This design comes from an exercise in tuning for small area on the open sky130 flow, not from production work. No run shown here included a check of the RTL's function; only the layout flow was run. Power figures rest on the tool's default switching activity, not on a simulated workload.

===== run.sh =====
#!/bin/bash
# synth_recipe.tcl (not shown) runs the flow's synth.tcl, then flattens the netlist and writes it again
# the make line also repeats each setting of config.mk as NAME=value (left out here)
make -C /OpenROAD-flow-scripts/flow DESIGN_CONFIG=/design/flow/config.mk WORK_HOME=/design/flow/orfs CLKGATE_MAP_FILE= SYNTH_SCRIPT=/design/flow/synth_recipe.tcl finish

===== config.mk =====
export PLATFORM = sky130hd
export DESIGN_NAME = SPIwithFIFO
export DESIGN_NICKNAME = SPIwithFIFO
export VERILOG_FILES = /design/flow/design.v
export SDC_FILE = /design/flow/constraint.sdc
export NUM_CORES = 4
export LEC_CHECK = 0
export CAP_MARGIN = 20
export CORE_MARGIN = 2
export CORE_UTILIZATION = 40
export SLEW_MARGIN = 20

===== constraint.sdc =====
create_clock -name core_clock -period 5.0 [get_ports {clk}]
set_input_delay 1.0000 -clock core_clock [delete_from_list [all_inputs] [get_ports {clk}]]
set_output_delay 1.0000 -clock core_clock [all_outputs]
set_load 0.01 [all_outputs]

===== design.v =====
`timescale 1ns / 1ps
module FIFO #(
	parameter WIDTH = 8,
	parameter DEPTH = 8
	)(
	input clk,
	input rst_n,
	input [WIDTH - 1:0] writeData,
	input writeEn,
	output [WIDTH - 1:0] readData,
	input readEn,
	output full,
	output empty
	);
	localparam AW = $clog2(DEPTH);
	logic [AW:0] lastPtr, writePtr;
	logic [AW:0] readPtr;
	logic [WIDTH - 1:0] mem [DEPTH - 1:0];
	assign readPtr = lastPtr + 1'b1;
	assign readData = mem[lastPtr[AW - 1:0]];
	assign full = (writePtr[AW - 1:0] == readPtr[AW - 1:0]) && (writePtr[AW] != readPtr[AW]);
	assign empty = writePtr == readPtr;
	always @(posedge clk) begin
		if (writeEn)
			mem[writePtr[AW - 1:0]] <= writeData;
		if (~rst_n) begin
			lastPtr <= {(AW + 1){1'b1}};
			writePtr <= 0;
		end else begin
			if (writeEn)
				writePtr <= writePtr + 1'b1;
			if (readEn)
				lastPtr <= readPtr;
		end
	end
endmodule
`timescale 1ns / 1ps
module SPIwithFIFO #(
	parameter WIDTH = 8,
	parameter TxFIFODepth = 8,
	parameter RxFIFODepth = 8
	)(
	input clk,
	input rst_n,
    input CS_n,
    input SCLK,
    input MOSI,
    output MISO,
	output [WIDTH - 1:0] RXdata,
	input readEn,
	output RXFIFOempty,
	output RXFIFOfull,
	output TXFIFOempty,
	output TXFIFOfull,
	input [WIDTH - 1:0] TXdata,
	input writeEn
    );
	localparam RXAW = $clog2(RxFIFODepth);
	localparam CW = $clog2(WIDTH);
	logic CS_nHist;  
	logic prevSCLK;
	logic CS_nFallingEdge;
	logic sclkRise, sclkFall;
	assign CS_nFallingEdge = CS_nHist & ~CS_n;
	assign sclkRise = ~prevSCLK & SCLK;
	assign sclkFall = prevSCLK & ~SCLK;
	always @(posedge clk) begin
		CS_nHist <= CS_n;
		prevSCLK <= SCLK;
	end
	logic [WIDTH - 1:0] shiftIn;
	logic [CW - 1:0] rxBitCount;
	logic rxByteDone;    
	logic writeRXFIFO;   
	always @(posedge clk) begin
		if (sclkRise)
			shiftIn <= {shiftIn[WIDTH - 2:0], MOSI};
		if (~rst_n) begin
			rxBitCount <= 0;
			rxByteDone <= 1'b0;
			writeRXFIFO <= 1'b0;
		end else begin
			writeRXFIFO <= rxByteDone;
			rxByteDone <= sclkRise && (&rxBitCount);
			if (CS_nFallingEdge)
				rxBitCount <= 0;
			else if (sclkRise)
				rxBitCount <= rxBitCount + 1'b1;
		end
	end
	logic [WIDTH - 1:0] rxMem [RxFIFODepth - 1:0];
	logic [RXAW - 1:0] rxLast, rxWrite;
	logic [RXAW - 1:0] rxRead;
	logic rxPending;
	logic rxSevenQueued;
	logic rxMemWrite;
	assign rxRead = rxLast + 1'b1;
	assign RXdata = rxMem[rxLast];
	assign RXFIFOempty = rxWrite == rxRead;
	assign RXFIFOfull = rxPending;
	assign rxSevenQueued = rxWrite == rxLast;
	assign rxMemWrite = writeRXFIFO ? (~rxSevenQueued | readEn) : (rxPending & readEn);
	always @(posedge clk) begin
		if (~rst_n)
			rxMem[RxFIFODepth - 1] <= 0;  
		else if (rxMemWrite)
			rxMem[rxWrite] <= shiftIn;
		if (~rst_n) begin
			rxLast <= RxFIFODepth - 1;
			rxWrite <= 0;
			rxPending <= 1'b0;
		end else begin
			if (readEn)
				rxLast <= rxRead;
			if (rxMemWrite)
				rxWrite <= rxWrite + 1'b1;
			if (rxPending)
				rxPending <= ~readEn;
			else
				rxPending <= writeRXFIFO & rxSevenQueued & ~readEn;
		end
	end
	logic [WIDTH - 1:0] shiftOut;
	logic [CW:0] txBitCount;
	logic readTXFIFO;   
	logic loadTX;       
	logic [WIDTH - 1:0] TXFIFOdata;
	assign MISO = shiftOut[WIDTH - 1];
	FIFO #(.WIDTH(WIDTH), .DEPTH(TxFIFODepth)) TXFIFO (
		.clk(clk),
		.rst_n(rst_n),
		.writeData(TXdata),
		.writeEn(writeEn),
		.readData(TXFIFOdata),
		.readEn(readTXFIFO),
		.full(TXFIFOfull),
		.empty(TXFIFOempty)
	);
	logic startTX;
	assign startTX = ~readTXFIFO & ~loadTX && txBitCount == 0 && ~TXFIFOempty && ~CS_nFallingEdge;
	always @(posedge clk) begin
		if (~rst_n) begin
			shiftOut <= 0;
			txBitCount <= WIDTH;
			readTXFIFO <= 1'b0;
			loadTX <= 1'b0;
		end else begin
			readTXFIFO <= startTX;
			loadTX <= readTXFIFO;
			if (sclkFall)
				shiftOut <= {shiftOut[WIDTH - 2:0], 1'b0};
			else if (loadTX)
				shiftOut <= TXFIFOdata;
			if (sclkFall)
				txBitCount <= txBitCount - 1'b1;
			else if (startTX | CS_nFallingEdge)
				txBitCount <= WIDTH;
		end
	end
endmodule

==> impl_metrics.py, run 1 <==
metrics = {
    "global_route": {
        "antenna_found_initial": 0,
        "grt_usage_pct": 14.6,
        "grt_max_degree": 36,
        "overflow": 0,
        "first_global_vias": 3605,
        "grt_pass1_wl_mm": 19.8,
    },
    "critical_path": {
        "crit_fanout": 16,
        "crit_type": "reg -> out",
        "critPathLaunchType": "flop",
        "reg2reg_setup_slack_ns": 2.59,
        "cp.arrival_ns": 2.49,
        "cp.required_ns": 4.00,
        "r2r_cells": 4,
        "crit_path_end_kind": "output pin",
        "reg2reg_to": "rxMem[1][5]$_DFFE_PP_",
        "rr_startpoint": "rxWrite[2]$_SDFFE_PN0P_",
    },
    "placed_design": {
        "place_ws_ns": 1.50,
        "io_buffer_count": 27,
        "place_inst": 639,
        "hpwl_mm": 8.04,
        "place.gp.congestion": 0.725,
        "dpl_cell_area_um2": 7490,
    },
    "worst_hold_path": {
        "hold_class": "reg -> reg",
        "worstHoldStart": "rxByteDone$_SDFF_PN0_",
        "hold_depth": 1,
        "holdPathEnd": "writeRXFIFO$_SDFF_PN0_",
    },
    "outcome": {
        "status": "no timing/DRC/antenna violations",
    },
    "finish": {
        "antenna_cells": 0,
        "finish.instance_area_um2": 8010,
        "drive_gt1_share_pct": 15.9,
        "area_growth_pct": 12.4,
        "nNetsFinal": 455,
        "finalNonFillerCells": 671,
        "final-seq-area_um2": 4930,
        "n_fill_cell": 1470,
        "multi_input_area_um2": 1980,
    },
    "power_and_ir_drop": {
        "leakage_nw": 2.89,
        "power_density_nw_per_um2": 376,
        "vdd_drop_max_mv": 0.250,
    },
    "floorplan": {
        "row_count": 48,
        "dieHeight_um": 137,
        "core_area_um2": 17400,
        "ioPinCount": 28,
        "die_area_um2": 18900,
        "initial_core_util_pct": 41.1,
        "die_w_um": 137,
    },
    "sta": {
        "fmax_mhz": 286,
        "hold_viol": 0,
        "slew_violations": 0,
        "setup_viol": 0,
        "fin_setup_tns_ns": 0,
        "clock_skew_ns": 0.00736,
        "holdWs_ns": 0.434,
        "post-route-min-period_ns": 3.49,
        "rsz0062_at_grt": "no",
        "post-route-period-util_pct": 69.9,
        "fin_ws_ns": 1.51,
        "maxSlewHeadroom_pct": 32.5,
        "tightest_slew_ns": 1.01,
    },
    "logic_synthesis": {
        "synthTopCellsByArea": "edfxtp_1, dfxtp_1, mux4_2, mux2i_1, mux4_1",
        "synth_edf_count": 136,
        "yosysWarnings": 2,
        "ys.flop_type": "edfxtp_1",
        "synth_top_cell_by_area": "edfxtp_1",
        "syn_inst": 410,
        "synth.ff_latch_count": 178,
        "syn_nets": 432,
        "seq_area_frac_synth_pct": 69.1,
        "ys_types": 49,
        "synthArstFlopShare_pct": 0,
        "synth_area_um2": 7130,
        "synthTopCellsByCount": "edfxtp_1, dfxtp_1, mux4_2",
        "yosys.area.top_type_share_pct": 57.3,
        "synth_area_per_cell_um2": 17.4,
        "synth_most_common_cell": "edfxtp_1",
    },
    "cts": {
        "worst_skew_pair.late_latency_ns": 0.43,
        "cts_hold_buf": 0,
        "clock_sinks": 178,
        "cts_setup_buffers": 0,
        "cts_root_buf": "clkbuf_16",
        "ctsResizeCount": 0,
        "cts_max_level": 4,
        "clockBufferDepth": 2,
        "cts_tree": "built",
        "clkTransAtPathRegs_ns": 0.06,
        "numCtsBuffers": 17,
    },
    "route": {
        "initialDrtViolationCount": 181,
        "firstDrtPassIters": 4,
        "dr_total_vias": 3507,
        "wl_per_cell_um": 18.8,
        "ant_nets": 0,
        "drc": 0,
        "vias_per_cell": 5.23,
        "wl_mm": 12.6,
    },
    "job": {
        "max_cap_viol_count": 0,
    },
}
## state kept, by name (all words and copies together), names as in the netlist, named ones only
signal           count
TXFIFO.mem          64
rxMem               64
shiftIn              8
shiftOut             8
TXFIFO.lastPtr       4
TXFIFO.writePtr      4
txBitCount           4
rxBitCount           3
rxLast               3
rxWrite              3
CS_nHist             1
loadTX               1
prevSCLK             1
readTXFIFO           1
rxByteDone           1
rxPending            1
writeRXFIFO          1
## power breakdown
part           leakage (nW)  switching [mW]  internal [mW]  total, mW
combinational         0.948          0.0761         0.0988      0.175
clock                 0.252           0.551          0.637       1.19
sequential             1.69          0.0366           1.61       1.65
## how the worst max path moves through the flow
stage                     cells past startpoint  slack [ns]                     to
after CTS                                     3        1.04              RXdata[2]
final                                         3        1.51              RXdata[2]
after global routing                          3        1.37              RXdata[2]
after floorplan                               4        2.39  rxMem[2][0]$_DFFE_PP_
after detailed placement                      3        1.50              RXdata[2]
after global placement                        3        1.52              RXdata[3]
## cells in the final DEF, fill, tap and decap left out, drive strengths merged, types with 2 or more instances in the layout
| cell | Yosys | layout |
|---|---|---|
| o21ai | 3 | 3 |
| o41ai | 3 | 3 |
| dfxtp | 42 | 42 |
| mux4 | 32 | 32 |
| and4b | 3 | 3 |
| inv | 3 | 7 |
| clkinv | 0 | 6 |
| nor2 | 16 | 16 |
| o211ai | 7 | 7 |
| edfxtp | 136 | 136 |
| nand2b | 8 | 8 |
| xnor2 | 7 | 7 |
| and3 | 5 | 5 |
| nor2b | 2 | 2 |
| ha | 7 | 7 |
| a21oi | 15 | 15 |
| clkbuf | 11 | 20 |
| a31o | 7 | 7 |
| buf | 15 | 3 |
| mux2 | 8 | 8 |
| clkdlybuf4s50 | 0 | 27 |
| nor3 | 7 | 7 |
| a21boi | 2 | 2 |
| xor2 | 8 | 8 |
| nand2 | 19 | 19 |
| and2 | 11 | 11 |
| mux2i | 15 | 15 |
| clkinvlp | 0 | 2 |
| nand3 | 4 | 4 |
## layout make-up
type	instances	share of cell area (%)
Clock buffer	20	5.45
Clock inverter	12	1.05
Inverter	3	0.141
Multi-Input combinational cell	203	24.7
Sequential cell	178	61.5
Tap cell	225	3.51
Timing Repair Buffer	30	3.65
## worst max-delay path: stages, from the launching register on
cell	delay [ns]
dfxtp_1	0.89
mux4_2	0.41
mux2_2	0.29
clkdlybuf4s50_1	0.48
## kinds of logic after synthesis
kind of cell | share of synthesized area [%]
muxes | 13.7
buffers and inverters | 3.23
AOI/OAI and AO/OA | 4.41
DFF | 69.1
adders and majority gates | 1.23
and+or+nand+nor | 6.14
xor gates and xnor gates | 2.16
## metal layers
metal | part of all wire, % | vias to the layer above | GRT usage, %
met5 | 0 | - | 0
met4 | 2.0 | 0 | 6.53
met3 | 3.4 | 18 | 4.01
met2 | 50 | 50 | 23.6
met1 | 45 | 1793 | 18.5
li1 | - | 1646 | -
## per-stage QoR
stage / power, mW / utilization (%)
5_1_grt: 3.11 / 46.2
4_1_cts: 3.04 / 46.1
3_3_place_gp: 1.85 / 43.1
2_1_floorplan: 1.79 / -
3_5_place_dp: 1.86 / 43.1
6_report: 3.01 / 46.2
==> run 2, diff against run 1 <==
--- a/config.mk
+++ b/config.mk
@@ -6,4 +6,5 @@
 export NUM_CORES = 4
 export LEC_CHECK = 0
+export ABC_AREA = 1
 export CAP_MARGIN = 20
 export CORE_MARGIN = 2
==> run 2 against run 1 <==
Synthesized cell count grew 59%. Clock skew grew 0.00071 ns. Cell count grew 36%. Critical path type unchanged. Highest routed layer unchanged.
==> impl_metrics.py, run 2 <==
metrics = {
    "route": {
        "wl_mm": 14.8,
        "drc": 0,
        "firstDrtPassIters": 5,
        "vias_per_cell": 5.23,
        "initialDrtViolationCount": 374,
        "ant_nets": 0,
        "dr_total_vias": 4771,
        "wl_per_cell_um": 16.2,
    },
    "critical_path": {
        "r2r_cells": 7,
        "cp.arrival_ns": 3.00,
        "cp_cell_sequence": "buf_4, inv_1, nor2_1, o32ai_1, nand2_1, nand2_1, clkdlybuf4s50_1",
        "cp.required_ns": 4.00,
        "rr_startpoint": "rxWrite[0]$_SDFFE_PN0P_",
        "reg2reg_to": "rxMem[2][0]$_DFFE_PP_",
        "critPathLaunchType": "flop",
        "reg2reg_setup_slack_ns": 2.72,
        "slowest_delay_ns": 0.77,
        "crit_path_end_kind": "output pin",
        "crit_fanout": 33,
        "path_common_cell": "nand2_1",
        "critPathSlowestCell": "inv_1",
        "crit_type": "reg -> out",
    },
    "finish": {
        "antenna_cells": 0,
        "layout_commonest_cell": "edfxtp_1",
        "nNetsFinal": 696,
        "finalNonFillerCells": 912,
        "layout_common_cells": "edfxtp_1, nor2_1, nand2_1",
        "drive_gt1_share_pct": 6.55,
        "area_growth_pct": 15.4,
    },
    "power_and_ir_drop": {
        "switching_share_pct": 22.2,
        "power_density_nw_per_um2": 395,
        "power_frac_comb_pct": 6.0,
        "p_switching_uw": 724,
        "seq_power_share_pct": 50.0,
        "vdd_drop_max_mv": 0.344,
        "leakage_nw": 3.01,
        "internal_power_mw": 2.54,
        "clkPwrFrac_pct": 44.1,
    },
    "worst_hold_path": {
        "hold_depth": 2,
        "hold_class": "reg -> reg",
        "worstHoldStart": "rxByteDone$_SDFF_PN0_",
        "holdPathEnd": "writeRXFIFO$_SDFF_PN0_",
    },
    "sta": {
        "clock_skew_ns": 0.00807,
        "fmax_mhz": 250,
        "post-route-period-util_pct": 80.1,
        "post-route-min-period_ns": 4.00,
        "fin_ws_ns": 0.996,
        "slew_violations": 0,
        "tightest_slew_ns": 1.05,
        "setup_viol": 0,
        "hold_viol": 0,
        "fin_setup_tns_ns": 0,
        "rsz0062_at_grt": "no",
        "maxSlewHeadroom_pct": 30.1,
    },
    "placed_design": {
        "hpwl_mm": 9.11,
        "place_inst": 880,
        "place_ws_ns": 1.55,
        "io_buffer_count": 27,
        "place.gp.congestion": 0.793,
    },
    "logic_synthesis": {
        "seq_area_frac_synth_pct": 68.8,
        "ys.flop_type": "edfxtp_1",
        "synth_most_common_cell": "edfxtp_1",
        "synth_compound_area_share_pct": 11.1,
        "syn_inst": 651,
        "ys_types": 31,
        "synth_top_family_by_area": "simple AND/OR/NAND/NOR gates",
        "synth_xor_area_share_pct": 0.489,
        "synth_area_per_cell_um2": 11.0,
        "synthArstFlopShare_pct": 0,
        "synth-adder-area-share_pct": 1.22,
        "synth_area_um2": 7160,
        "synth_top_cell_by_area": "edfxtp_1",
        "synthTopCellsByCount": "edfxtp_1, nor2_1, nand2_1",
        "synth.ff_latch_count": 178,
        "synth_simple_gate_area_share_pct": 13.9,
        "synth_edf_count": 136,
        "syn_nets": 673,
        "muxShareOfSynthArea_pct": 0,
        "yosysWarnings": 2,
        "yosys.area.top_type_share_pct": 57.0,
        "synthTopCellsByArea": "edfxtp_1, dfxtp_1, nor2_1, nand2_1, o21ai_0",
    },
    "floorplan": {
        "die_area_um2": 19000,
        "row_count": 48,
        "initial_core_util_pct": 41.1,
        "die_w_um": 138,
        "core_area_um2": 17400,
        "ioPinCount": 28,
        "dieHeight_um": 138,
    },
    "cts": {
        "clkTransAtPathRegs_ns": 0.07,
        "numCtsBuffers": 17,
        "cts_root_buf": "clkbuf_16",
        "cts_max_level": 4,
        "clockBufferDepth": 2,
        "cts_tree": "built",
        "worst_skew_pair.late_latency_ns": 0.43,
        "cts_hold_buf": 0,
        "cts_setup_buffers": 0,
        "clock_sinks": 178,
        "ctsResizeCount": 0,
    },
    "job": {
        "max_cap_viol_count": 0,
    },
    "global_route": {
        "grt_max_degree": 34,
        "first_global_vias": 4491,
        "antenna_found_initial": 0,
        "overflow": 0,
        "grt_usage_pct": 16.8,
        "grt_pass1_wl_mm": 23.4,
    },
    "outcome": {
        "status": "no timing/DRC/antenna violations",
    },
}
[run 2: cell types whose count changed in the layout (fill, tap and decap cells not counted), moves of 8 or more]
cell,previous run,this run
nand3_1,4,21
nand2_1,19,79
nor2_1,16,130
inv_1,3,56
o21ai_0,2,56
mux4_2,27,0
and2_1,11,0
mux2i_1,15,0
mux2_2,8,0
a21oi_1,14,23
o211ai_1,7,20
nand2b_1,8,0
o32ai_1,0,16
[run 2: layout make-up]
class	instances	area [um^2]
multi-input combinational	389	1910
fill	1556	9150
clock buffer	18	429
clock inverter	14	211
timing repair buffer	29	285
sequential	178	4930
tap	225	282
inverter	59	221
[run 2: cell families (layout without fill, tap and decap cells)]
family | after synthesis | after routing
compound gates | 133 | 133
xor+xnor | 4 | 4
fa+ha+maj | 7 | 7
buf+inv | 84 | 120
flops | 178 | 178
simple gates | 245 | 245
[run 2: worst max path at each step]
stage | startpoint | endpoint | slack (ns)
2_1_floorplan | rst_n | rxMem[1][0]$_DFFE_PP_ | 2.68
3_3_place_gp | rst_n | rxMem[1][4]$_DFFE_PP_ | 1.56
3_5_place_dp | rst_n | rxMem[2][3]$_DFFE_PP_ | 1.55
4_1_cts | flop | RXdata[5] | 1.02
5_1_grt | flop | RXdata[5] | 0.81
6_report | flop | RXdata[5] | 1.0
[run 2: worst max-delay path, delay by kind of cell (launching register included)]
family,cells,cell delay (ns)
flip-flops,1,0.30
buffers and inverters,3,1.53
AND/OR/NAND/NOR,3,0.36
AO/OA/AOI/OAI,1,0.37
[run 2: metrics by stage]
stage | power, mW | util, % | cell area [um^2] | hold slack [ns]
floorplan | 1.77 | - | 7160 | 0.390
global placement | 1.85 | 43.8 | 7620 | 0.416
detailed placement | 1.86 | 43.8 | 7620 | 0.411
CTS | 3.29 | 47.4 | 8260 | 0.433
global route | 3.37 | 47.5 | 8270 | 0.469
finish | 3.27 | 47.5 | 8270 | 0.422
[run 2: per-layer routing]
metal	up-vias	track usage [%]	wire length [um]
li1	2318	-	-
met1	2314	21.9	6840
met2	120	27.3	7010
met3	19	4.01	718
met4	0	6.12	197
met5	-	0	0
[run 2: power groups by stage]
stage	registers, mW	logic, mW	clock network, mW
3_3_place_gp	1.66	0.192	0
3_5_place_dp	1.66	0.194	0
5_1_grt	1.63	0.218	1.52
4_1_cts	1.63	0.196	1.47
2_1_floorplan	1.65	0.120	0
6_report	1.63	0.195	1.44
==> run 3, diff against run 2 <==
--- a/config.mk
+++ b/config.mk
@@ -6,7 +6,8 @@
 export NUM_CORES = 4
 export LEC_CHECK = 0
-export ABC_AREA = 1
 export CAP_MARGIN = 20
 export CORE_MARGIN = 2
 export CORE_UTILIZATION = 40
+export CTS_BUF_LIST = sky130_fd_sc_hd__clkbuf_8
+export CTS_CLUSTER_SIZE = 24
 export SLEW_MARGIN = 20
==> run 3 against run 2 <==
Register-to-register slack got worse by 0.15 ns. Sequential share of layout area up 3.4 points. Power fell by 18%. Clock power shrank 41%. Via count decreased by 27%. Largest cell class unchanged.
==> impl_metrics.py, run 3 <==
metrics = {
    "cts": {
        "worst_skew_pair.late_latency_ns": 0.45,
        "cts_setup_buffers": 0,
        "ctsResizeCount": 0,
        "cts_tree": "built",
        "numCtsBuffers": 17,
        "clock_sinks": 178,
        "cts_hold_buf": 0,
        "clockBufferDepth": 2,
        "cts_max_level": 4,
        "clkTransAtPathRegs_ns": 0.09,
        "cts_root_buf": "clkbuf_8",
    },
    "critical_path": {
        "critPathSlowestCell": "dfxtp_1",
        "reg2reg_setup_slack_ns": 2.57,
        "cp_cell_sequence": "mux4_2, mux2_2, clkdlybuf4s50_1",
        "timing.critical_path.max_delay_family": "flip-flops",
        "slowest_delay_ns": 0.89,
        "cp.arrival_ns": 2.52,
        "crit_buf_inv": 1,
        "crit_path_end_kind": "output pin",
        "critPathLaunchType": "flop",
        "crit_fanout": 16,
        "cp.required_ns": 4.00,
        "crit_type": "reg -> out",
    },
    "placed_design": {
        "io_buffer_count": 27,
        "place_inst": 639,
        "hpwl_mm": 8.04,
        "place.gp.congestion": 0.725,
    },
    "finish": {
        "drive_gt1_share_pct": 15.9,
        "final-seq-area_um2": 4930,
        "antenna_cells": 0,
        "area_growth_pct": 9.72,
        "layout_commonest_cell": "edfxtp_1",
        "finalNonFillerCells": 671,
        "n_fill_cell": 1493,
        "multi_input_area_um2": 1980,
        "layout_common_cells": "edfxtp_1, dfxtp_1, mux4_2, clkdlybuf4s50_1, nand2_1",
        "nNetsFinal": 455,
    },
    "global_route": {
        "grt_usage_pct": 14.4,
        "grt_max_degree": 36,
        "overflow": 0,
        "grt_pass1_wl_mm": 19.6,
        "first_global_vias": 3563,
        "antenna_found_initial": 0,
    },
    "sta": {
        "post-route-period-util_pct": 70.4,
        "clock_skew_ns": 0.0128,
        "slew_violations": 0,
        "setup_viol": 0,
        "fin_setup_tns_ns": 0,
        "maxSlewHeadroom_pct": 32.6,
        "fmax_mhz": 284,
        "rsz0062_at_grt": "no",
        "hold_viol": 0,
        "holdWs_ns": 0.441,
        "tightest_slew_ns": 1.01,
        "post-route-min-period_ns": 3.52,
    },
    "floorplan": {
        "die_area_um2": 18900,
        "core_area_um2": 17400,
        "ioPinCount": 28,
        "die_w_um": 137,
        "dieHeight_um": 137,
        "row_count": 48,
        "initial_core_util_pct": 41.1,
    },
    "power_and_ir_drop": {
        "internal_power_mw": 2.05,
        "vdd_drop_max_mv": 0.153,
        "clkPwrFrac_pct": 31.8,
        "power_density_nw_per_um2": 341,
        "switching_share_pct": 23.2,
        "leakage_nw": 2.81,
        "power_frac_comb_pct": 6.6,
        "p_switching_uw": 619,
        "seq_power_share_pct": 61.7,
    },
    "route": {
        "initialDrtViolationCount": 148,
        "wl_mm": 12.5,
        "firstDrtPassIters": 4,
        "wl_per_cell_um": 18.7,
        "ant_nets": 0,
        "drc": 0,
        "vias_per_cell": 5.17,
        "dr_total_vias": 3470,
    },
    "logic_synthesis": {
        "ys.flop_type": "edfxtp_1",
        "ys_types": 49,
        "yosys.area.top_type_share_pct": 57.3,
        "synthArstFlopShare_pct": 0,
        "seq_area_frac_synth_pct": 69.1,
        "synth_edf_count": 136,
        "syn_inst": 410,
        "synthTopCellsByArea": "edfxtp_1, dfxtp_1, mux4_2, mux2i_1, mux4_1",
        "syn_nets": 432,
        "synth_top_cell_by_area": "edfxtp_1",
        "synth_area_um2": 7130,
        "synthTopCellsByCount": "edfxtp_1, dfxtp_1, mux4_2",
        "synth_most_common_cell": "edfxtp_1",
        "synth.ff_latch_count": 178,
        "yosysWarnings": 2,
        "synth_area_per_cell_um2": 17.4,
    },
    "outcome": {
        "status": "no timing/DRC/antenna violations",
    },
    "worst_hold_path": {
        "hold_class": "reg -> reg",
    },
    "job": {
        "max_cap_viol_count": 0,
    },
}
[run 3: cell count changes in the layout (fill, tap and decap cells not counted), moves of 27 or more]
cell	before	now
nand2_1	79	19
nor2_1	130	16
inv_1	56	6
mux4_2	0	27
o21ai_0	56	2
[run 3: cell type report]
class / count / area share (%)
Tap cell: 225 / 3.60
Sequential cell: 178 / 63.0
Inverter: 3 / 0.144
Multi-Input combinational cell: 203 / 25.3
Clock buffer: 17 / 2.99
Clock inverter: 15 / 1.22
Timing Repair Buffer: 30 / 3.74
[run 3: power groups by stage]
stage | clock [mW] | sequential (mW) | combinational [mW]
final | 0.847 | 1.64 | 0.175
after global routing | 0.928 | 1.65 | 0.190
after CTS | 0.874 | 1.65 | 0.178
after floorplan | 0 | 1.65 | 0.136
after detailed placement | 0 | 1.68 | 0.177
after global placement | 0 | 1.68 | 0.174
[run 3: logic make-up after synthesis]
group	Yosys count	synth area share (%)
flops	178	69.1
simple gates	82	6.14
mux	55	13.7
compound gates	43	4.41
buf+inv	29	3.23
xor+xnor	16	2.16
fa+ha+maj	7	1.23
[run 3: final timing paths]
path / from / endpoint / depth (start not counted)
max: flop / RXdata[3] / 3
max reg2reg: rxWrite[2]$_SDFFE_PN0P_ / rxMem[3][3]$_DFFE_PP_ / 4
min: rxByteDone$_SDFF_PN0_ / writeRXFIFO$_SDFF_PN0_ / 1
min reg2reg: rxByteDone$_SDFF_PN0_ / writeRXFIFO$_SDFF_PN0_ / 1
[run 3: routing by layer]
metal	wire length [um]	global-route usage, %
met1	5660	18.3
met2	6320	23.4
met3	393	4.12
met4	151	5.33
met5	0	0
[run 3: stage by stage]
stage,utilization [%],setup slack (ns),cell area [um^2],power [mW]
after floorplan,-,2.39,7130,1.79
after global placement,43.1,1.52,7490,1.85
after detailed placement,43.1,1.50,7490,1.86
after CTS,45.0,0.994,7820,2.70
after global routing,45.1,1.33,7820,2.77
final,45.1,1.48,7820,2.67
==> run 4, diff against run 3 <==
--- a/design.v
+++ b/design.v
@@ -16,12 +16,18 @@
 	logic [AW:0] lastPtr, writePtr;
 	logic [AW:0] readPtr;
-	logic [WIDTH - 1:0] mem [DEPTH - 1:0];
+	logic [DEPTH - 1:0][WIDTH - 1:0] mem;  
 	assign readPtr = lastPtr + 1'b1;
 	assign readData = mem[lastPtr[AW - 1:0]];
 	assign full = (writePtr[AW - 1:0] == readPtr[AW - 1:0]) && (writePtr[AW] != readPtr[AW]);
 	assign empty = writePtr == readPtr;
+	genvar i;
+	generate
+		for (i = 0; i < DEPTH; i = i + 1) begin : slot
+			always @(posedge clk)
+				if (writeEn && writePtr[AW - 1:0] == i)
+					mem[i] <= writeData;
+		end
+	endgenerate
 	always @(posedge clk) begin
-		if (writeEn)
-			mem[writePtr[AW - 1:0]] <= writeData;
 		if (~rst_n) begin
 			lastPtr <= {(AW + 1){1'b1}};
@@ -89,5 +95,5 @@
 		end
 	end
-	logic [WIDTH - 1:0] rxMem [RxFIFODepth - 1:0];
+	logic [RxFIFODepth - 1:0][WIDTH - 1:0] rxMem;  
 	logic [RXAW - 1:0] rxLast, rxWrite;
 	logic [RXAW - 1:0] rxRead;
@@ -101,9 +107,16 @@
 	assign rxSevenQueued = rxWrite == rxLast;
 	assign rxMemWrite = writeRXFIFO ? (~rxSevenQueued | readEn) : (rxPending & readEn);
+	genvar i;
+	generate
+		for (i = 0; i < RxFIFODepth; i = i + 1) begin : rxSlot
+			always @(posedge clk)
+				if (~rst_n) begin
+					if (i == RxFIFODepth - 1)
+						rxMem[i] <= 0;  
+				end else if (rxMemWrite && rxWrite == i)
+					rxMem[i] <= shiftIn;
+		end
+	endgenerate
 	always @(posedge clk) begin
-		if (~rst_n)
-			rxMem[RxFIFODepth - 1] <= 0;  
-		else if (rxMemWrite)
-			rxMem[rxWrite] <= shiftIn;
 		if (~rst_n) begin
 			rxLast <= RxFIFODepth - 1;
--- a/config.mk
+++ b/config.mk
@@ -8,6 +8,5 @@
 export CAP_MARGIN = 20
 export CORE_MARGIN = 2
-export CORE_UTILIZATION = 40
+export CORE_UTILIZATION = 65
 export CTS_BUF_LIST = sky130_fd_sc_hd__clkbuf_8
-export CTS_CLUSTER_SIZE = 24
 export SLEW_MARGIN = 20
==> run 4 against run 3 <==
Register-to-register slack worse by 0.12 ns. Flip-flop and latch count shrank 6. Clock power shrank 2%. Combinational power grew 22%. Area after synthesis down 0.40%. Synthesized cell count increased by 4.4%. Sequential share of layout area decreased by 2.1 points. Setup slack worse by 0.079 ns. Cell count shrank 9.7%. Count of clock-buffer cells in the layout did not move. Design area down 0.69%. Worst hold slack lost 0.00077 ns. Highest routed layer unchanged.
==> impl_metrics.py, run 4 <==
metrics = {
    "finish": {
        "finish.instance_area_um2": 7770,
        "layout_common_cells": "edfxtp_1, dfxtp_1, nand2_1, clkdlybuf4s50_1, mux2i_1",
        "n_fill_cell": 698,
        "area_growth_pct": 9.41,
        "finalNonFillerCells": 606,
        "layout_commonest_cell": "edfxtp_1",
        "nNetsFinal": 485,
        "drive_gt1_share_pct": 15.5,
        "antenna_cells": 0,
    },
    "power_and_ir_drop": {
        "p_switching_uw": 620,
        "seq_power_share_pct": 60.5,
        "internal_power_mw": 2.02,
        "clkPwrFrac_pct": 31.4,
        "vdd_drop_max_mv": 0.301,
        "switching_share_pct": 23.5,
        "power_density_nw_per_um2": 339,
        "power_frac_comb_pct": 8.1,
        "leakage_nw": 2.76,
    },
    "route": {
        "initialDrtViolationCount": 203,
        "wl_mm": 11.7,
        "vias_per_cell": 5.95,
        "dr_total_vias": 3603,
        "ant_nets": 0,
        "firstDrtPassIters": 4,
        "wl_per_cell_um": 19.3,
        "drc": 0,
    },
    "cts": {
        "cts_max_level": 4,
        "clock_sinks": 172,
        "numCtsBuffers": 17,
        "clockBufferDepth": 2,
        "clkTransAtPathRegs_ns": 0.09,
        "ctsResizeCount": 0,
        "cts_root_buf": "clkbuf_8",
        "worst_skew_pair.late_latency_ns": 0.46,
        "cts_setup_buffers": 0,
        "cts_tree": "built",
        "cts_hold_buf": 0,
    },
    "floorplan": {
        "dieHeight_um": 109,
        "die_w_um": 109,
        "row_count": 38,
        "core_area_um2": 10700,
        "initial_core_util_pct": 66.1,
        "ioPinCount": 28,
        "die_area_um2": 11800,
    },
    "job": {
        "max_cap_viol_count": 0,
    },
    "sta": {
        "hold_viol": 0,
        "fmax_mhz": 278,
        "slew_violations": 0,
        "clock_skew_ns": 0.00727,
        "tightest_slew_ns": 0.871,
        "post-route-period-util_pct": 72.0,
        "maxSlewHeadroom_pct": 41.8,
        "fin_setup_tns_ns": 0,
        "post-route-min-period_ns": 3.60,
        "setup_viol": 0,
        "rsz0062_at_grt": "no",
    },
    "logic_synthesis": {
        "synth_most_common_cell": "edfxtp_1",
        "syn_inst": 428,
        "yosys.area.top_type_share_pct": 54.1,
        "synth_area_per_cell_um2": 16.6,
        "ys.flop_type": "edfxtp_1",
        "ys_types": 43,
        "synth-adder-area-share_pct": 3.00,
        "synth_top_family_by_area": "multiplexers",
        "synth.ff_latch_count": 172,
        "synth_edf_count": 128,
        "syn_nets": 460,
        "yosysWarnings": 2,
        "synth_area_um2": 7100,
        "synth_xor_area_share_pct": 2.19,
        "synthArstFlopShare_pct": 0,
        "synthTopCellsByCount": "edfxtp_1, dfxtp_1, nand2_1",
        "synthTopCellsByArea": "edfxtp_1, dfxtp_1, mux4_2, mux4_1, mux2i_1",
        "synth_simple_gate_area_share_pct": 5.75,
        "seq_area_frac_synth_pct": 66.5,
        "muxShareOfSynthArea_pct": 15.1,
        "synth_compound_area_share_pct": 4.58,
        "synth_top_cell_by_area": "edfxtp_1",
    },
    "worst_hold_path": {
        "hold_class": "reg -> reg",
    },
    "global_route": {
        "overflow": 0,
        "grt_pass1_wl_mm": 18.7,
        "grt_usage_pct": 22.4,
        "antenna_found_initial": 0,
        "grt_max_degree": 53,
        "first_global_vias": 3577,
    },
    "placed_design": {
        "place_inst": 574,
        "dpl_cell_area_um2": 7430,
        "place.gp.congestion": 0.725,
        "hpwl_mm": 7.85,
        "io_buffer_count": 27,
    },
    "critical_path": {
        "timing.critical_path.max_delay_family": "buffers and inverters",
        "cp_cell_sequence": "buf_4, ha_1, xor2_1, nor3_2, and2_1, clkdlybuf4s50_1",
        "critPathLaunchType": "flop",
        "crit_buf_inv": 2,
        "cp.required_ns": 4.00,
        "crit_type": "reg -> out",
        "critPathSlowestCell": "clkdlybuf4s50_1",
        "crit_path_end_kind": "output pin",
        "cp.arrival_ns": 2.60,
        "crit_fanout": 14,
        "slowest_delay_ns": 0.53,
    },
    "outcome": {
        "status": "no timing/DRC/antenna violations",
    },
}
==> run 4: cell types whose count changed after synthesis, moves of 7 or more <==
cell and change:
clkbuf_1 +10, edfxtp_1 -8, ha_1 +10, inv_1 +7, mux2i_1 +7, nand2_1 +8, nand2b_1 -7
==> run 4: worst paths after layout <==
check / cells past startpoint / startpoint / slack [ns] / to
worst min register to register: 1 / rxByteDone$_SDFF_PN0_ / 0.44 / writeRXFIFO$_SDFF_PN0_
worst max register to register: 5 / rxLast[0]$_SDFFE_PN1P_ / 2.45 / rxMem[6]$_DFFE_PP_
worst max-delay path: 6 / TXFIFO.lastPtr[0]$_SDFFE_PN1P_ / 1.40 / TXFIFOempty
worst min-delay path: 1 / rxByteDone$_SDFF_PN0_ / 0.44 / writeRXFIFO$_SDFF_PN0_
==> run 4: layout make-up <==
type                    instances  area (um^2)  share of cell area (%)
clock buffers                  17          234                    3.01
repair buffers                 33          315                    4.06
well taps                     140          175                    2.26
flip-flops and latches        172         4730                    60.8
inverters                      10         37.5                   0.483
clock inverters                15          104                    1.34
multi-input cells             219         2180                    28.0
==> run 4: logic make-up (layout without fill, tap and decap cells) <==
group	after synthesis	in the layout
AOI/OAI and AO/OA	46	46
xor gates and xnor gates	16	16
adders and majority gates	17	17
buffers and inverters	37	75
DFF	172	172
muxes	62	62
and+or+nand+nor	78	78
==> run 4: power groups by stage <==
| stage | logic, mW | clock network, mW | registers [mW] |
|---|---|---|---|
| 2_1_floorplan | 0.163 | 0 | 1.60 |
| 3_3_place_gp | 0.209 | 0 | 1.63 |
| 3_5_place_dp | 0.215 | 0 | 1.63 |
| 4_1_cts | 0.216 | 0.844 | 1.60 |
| 5_1_grt | 0.233 | 0.901 | 1.60 |
| 6_report | 0.213 | 0.828 | 1.59 |
==> run 4: layer usage <==
layer / share of wire, % / up-vias / GRT usage, % / routed length [um]
li1: - / 1712 / - / -
met1: 42 / 1795 / 27.8 / 4890
met2: 51 / 74 / 37.6 / 5960
met3: 4.6 / 22 / 5.18 / 539
met4: 2.4 / 0 / 10.2 / 282
met5: 0 / - / 0 / 0
==> run 4: through the flow <==
step	hold slack, ns	setup slack [ns]	util [%]	power [mW]
6_report	0.440	1.40	72.3	2.64
5_1_grt	0.471	1.27	72.3	2.74
3_3_place_gp	0.415	1.57	69.1	1.84
4_1_cts	0.449	0.979	72.3	2.66
3_5_place_dp	0.426	1.51	69.1	1.84
2_1_floorplan	0.412	2.50	-	1.77
==> run 5, diff against run 4 <==
--- a/config.mk
+++ b/config.mk
@@ -9,4 +9,4 @@
 export CORE_MARGIN = 2
 export CORE_UTILIZATION = 65
-export CTS_BUF_LIST = sky130_fd_sc_hd__clkbuf_8
+export CTS_BUF_LIST = sky130_fd_sc_hd__clkbuf_4 sky130_fd_sc_hd__clkbuf_8
 export SLEW_MARGIN = 20
==> run 5 against run 4 <==
Flip-flop and latch count did not move. Highest routed layer unchanged. Count of clock-buffer cells in the layout rose by 2. Critical path type unchanged. First-iteration DRC count did not move. Still clean. Non-clock buffer count did not move. Combinational power barely moved. Sequential power barely moved.
==> impl_metrics.py, run 5 <==
metrics = {
    "route": {
        "vias_per_cell": 5.97,
        "drc": 0,
        "initialDrtViolationCount": 203,
        "wl_per_cell_um": 19.2,
        "wl_mm": 11.6,
        "firstDrtPassIters": 4,
        "ant_nets": 0,
        "dr_total_vias": 3617,
    },
    "cts": {
        "cts_hold_buf": 0,
        "clockBufferDepth": 2,
        "clock_sinks": 172,
        "numCtsBuffers": 17,
        "cts_root_buf": "clkbuf_8",
        "clkTransAtPathRegs_ns": 0.09,
        "ctsResizeCount": 0,
        "cts_tree": "built",
        "worst_skew_pair.late_latency_ns": 0.46,
        "cts_max_level": 4,
        "cts_setup_buffers": 0,
    },
    "global_route": {
        "first_global_vias": 3577,
        "grt_max_degree": 53,
        "grt_pass1_wl_mm": 18.7,
        "antenna_found_initial": 0,
        "overflow": 0,
        "grt_usage_pct": 22.4,
    },
    "critical_path": {
        "cp.required_ns": 4.00,
        "cp_cell_sequence": "buf_4, ha_1, xor2_1, nor3_2, and2_1, clkdlybuf4s50_1",
        "r2r_cells": 5,
        "rr_startpoint": "rxLast[0]$_SDFFE_PN1P_",
        "critPathSlowestCell": "clkdlybuf4s50_1",
        "crit_type": "reg -> out",
        "cp.arrival_ns": 2.60,
        "crit_path_end_kind": "output pin",
        "slowest_delay_ns": 0.53,
        "reg2reg_setup_slack_ns": 2.45,
        "reg2reg_to": "rxMem[6]$_DFFE_PP_",
        "crit_fanout": 14,
        "critPathLaunchType": "flop",
    },
    "logic_synthesis": {
        "seq_area_frac_synth_pct": 66.5,
        "synth_top_family_by_area": "multiplexers",
        "syn_inst": 428,
        "yosys.area.top_type_share_pct": 54.1,
        "synth_simple_gate_area_share_pct": 5.75,
        "yosysWarnings": 2,
        "synthTopCellsByCount": "edfxtp_1, dfxtp_1, nand2_1",
        "synth_xor_area_share_pct": 2.19,
        "ys_types": 43,
        "synth_most_common_cell": "edfxtp_1",
        "syn_nets": 460,
        "synth_area_um2": 7100,
        "synth-adder-area-share_pct": 3.00,
        "synthArstFlopShare_pct": 0,
        "synth_edf_count": 128,
        "synth_area_per_cell_um2": 16.6,
        "synth.ff_latch_count": 172,
        "ys.flop_type": "edfxtp_1",
        "synth_compound_area_share_pct": 4.58,
        "muxShareOfSynthArea_pct": 15.1,
        "synthTopCellsByArea": "edfxtp_1, dfxtp_1, mux4_2, mux4_1, mux2i_1",
        "synth_top_cell_by_area": "edfxtp_1",
    },
    "sta": {
        "post-route-period-util_pct": 71.9,
        "maxSlewHeadroom_pct": 42.0,
        "slew_violations": 0,
        "setup_viol": 0,
        "post-route-min-period_ns": 3.60,
        "hold_viol": 0,
        "clock_skew_ns": 0.00713,
        "holdWs_ns": 0.440,
        "fin_setup_tns_ns": 0,
        "rsz0062_at_grt": "no",
        "tightest_slew_ns": 0.870,
        "fmax_mhz": 278,
    },
    "finish": {
        "multi_input_area_um2": 2180,
        "area_growth_pct": 9.52,
        "nNetsFinal": 485,
        "drive_gt1_share_pct": 15.9,
        "layout_common_cells": "edfxtp_1, dfxtp_1, nand2_1, clkdlybuf4s50_1, mux2i_1",
        "layout_commonest_cell": "edfxtp_1",
        "antenna_cells": 0,
        "final-seq-area_um2": 4730,
        "n_fill_cell": 696,
    },
    "outcome": {
        "status": "no timing/DRC/antenna violations",
    },
    "power_and_ir_drop": {
        "power.total_mw": 2.65,
        "power_density_nw_per_um2": 341,
        "vdd_drop_max_mv": 0.301,
        "leakage_nw": 2.76,
    },
    "floorplan": {
        "die_area_um2": 11800,
        "core_area_um2": 10700,
        "row_count": 38,
        "dieHeight_um": 109,
        "die_w_um": 109,
        "ioPinCount": 28,
        "initial_core_util_pct": 66.1,
    },
    "placed_design": {
        "place.gp.congestion": 0.725,
        "io_buffer_count": 27,
        "hpwl_mm": 7.85,
    },
    "job": {
        "max_cap_viol_count": 0,
    },
    "worst_hold_path": {
        "hold_class": "reg -> reg",
        "hold_depth": 1,
        "worstHoldStart": "rxByteDone$_SDFF_PN0_",
        "holdPathEnd": "writeRXFIFO$_SDFF_PN0_",
    },
}
[run 5: cell counts after synthesis]
No cell type changed its count.
[run 5: final cells by class]
type / count / share of cell area [%]
clock buffers: 19 / 3.20
well taps: 140 / 2.25
multi-input cells: 219 / 28.0
inverters: 10 / 0.483
clock inverters: 13 / 1.24
repair buffers: 33 / 4.06
flip-flops and latches: 172 / 60.8
[run 5: stage by stage]
stage               util (%)  setup WS (ns)  instances  cell area [um^2]
detailed placement      69.1           1.51        574              7430
global route            72.4           1.27        606              7770
CTS                     72.3          0.979        606              7770
finish                  72.4           1.40        606              7770
global placement        69.1           1.57        574              7430
floorplan                  -           2.50        428              7100
[run 5: power by group]
part	switching, mW	internal, mW
clock network	0.486	0.355
registers	0.0374	1.56
logic	0.0945	0.118
total	0.618	2.03
[run 5: worst max-delay path, delay by kind of cell, from the launching register on]
family | cells | cell delay [ns]
xor+xnor | 1 | 0.18
fa+ha+maj | 1 | 0.31
buf+inv | 2 | 0.80
flops | 1 | 0.31
simple gates | 2 | 0.52
[run 5: layer usage]
| layer | track usage [%] | wire length (um) |
|---|---|---|
| met2 | 37.6 | 5980 |
| met3 | 5.18 | 598 |
| met1 | 27.8 | 4800 |
| met5 | 0 | 0 |
| met4 | 10.2 | 275 |
[run 5: how the worst max path moves through the flow]
stage                                         startpoint     endpoint  slack (ns)  cells past startpoint
after CTS                         rxLast[0]$_SDFFE_PN1P_    RXdata[5]        0.98                      3
after global routing              rxLast[0]$_SDFFE_PN1P_  RXFIFOempty        1.27                      4
final                     TXFIFO.lastPtr[0]$_SDFFE_PN1P_  TXFIFOempty        1.40                      6
after detailed placement          rxLast[0]$_SDFFE_PN1P_    RXdata[6]        1.51                      3
after global placement            rxLast[0]$_SDFFE_PN1P_    RXdata[3]        1.57                      3
after floorplan                   rxLast[0]$_SDFFE_PN1P_    RXdata[0]        2.50                      4
[run 5: logic make-up after synthesis]
group	after synthesis
AO/OA/AOI/OAI	46
XOR/XNOR	16
adder cells (fa/ha/maj)	17
buffers and inverters	37
flip-flops	172
multiplexers	62
AND/OR/NAND/NOR	78

## port drivers added, routing unchanged
Ports are ideal in the flow. The routed layouts listed here were re-timed in OpenROAD. Step 1: set_driving_cell puts a clkbuf_16 on clk and a buf_2 on each other input, an assumption about the parent block. Step 2 times the ports against the registers' clock, not the clock port: input delays grow and output delays shrink by t, the midpoint of the rising clock arrivals with the driver on. Slacks: no drivers / after step 1 / after step 2; pairs: no drivers / after step 1.
run	t, ns	slack for setup (ns)	latest minus earliest clock arrival (ns)	worst slew at a driven data input, ns
run 1	0.470	1.507 / 1.461 / 1.546	0.010 / 0.010	0.04
run 2	0.474	0.996 / 0.952 / 1.426	0.008 / 0.009	0.04
run 3	0.479	1.481 / 1.443 / 1.528	0.013 / 0.013	0.04
run 4	0.491	1.402 / 1.368 / 1.859	0.009 / 0.009	0.03
run 5	0.491	1.404 / 1.370 / 1.861	0.009 / 0.008	0.03
After both steps setup and hold are still met in every run listed.
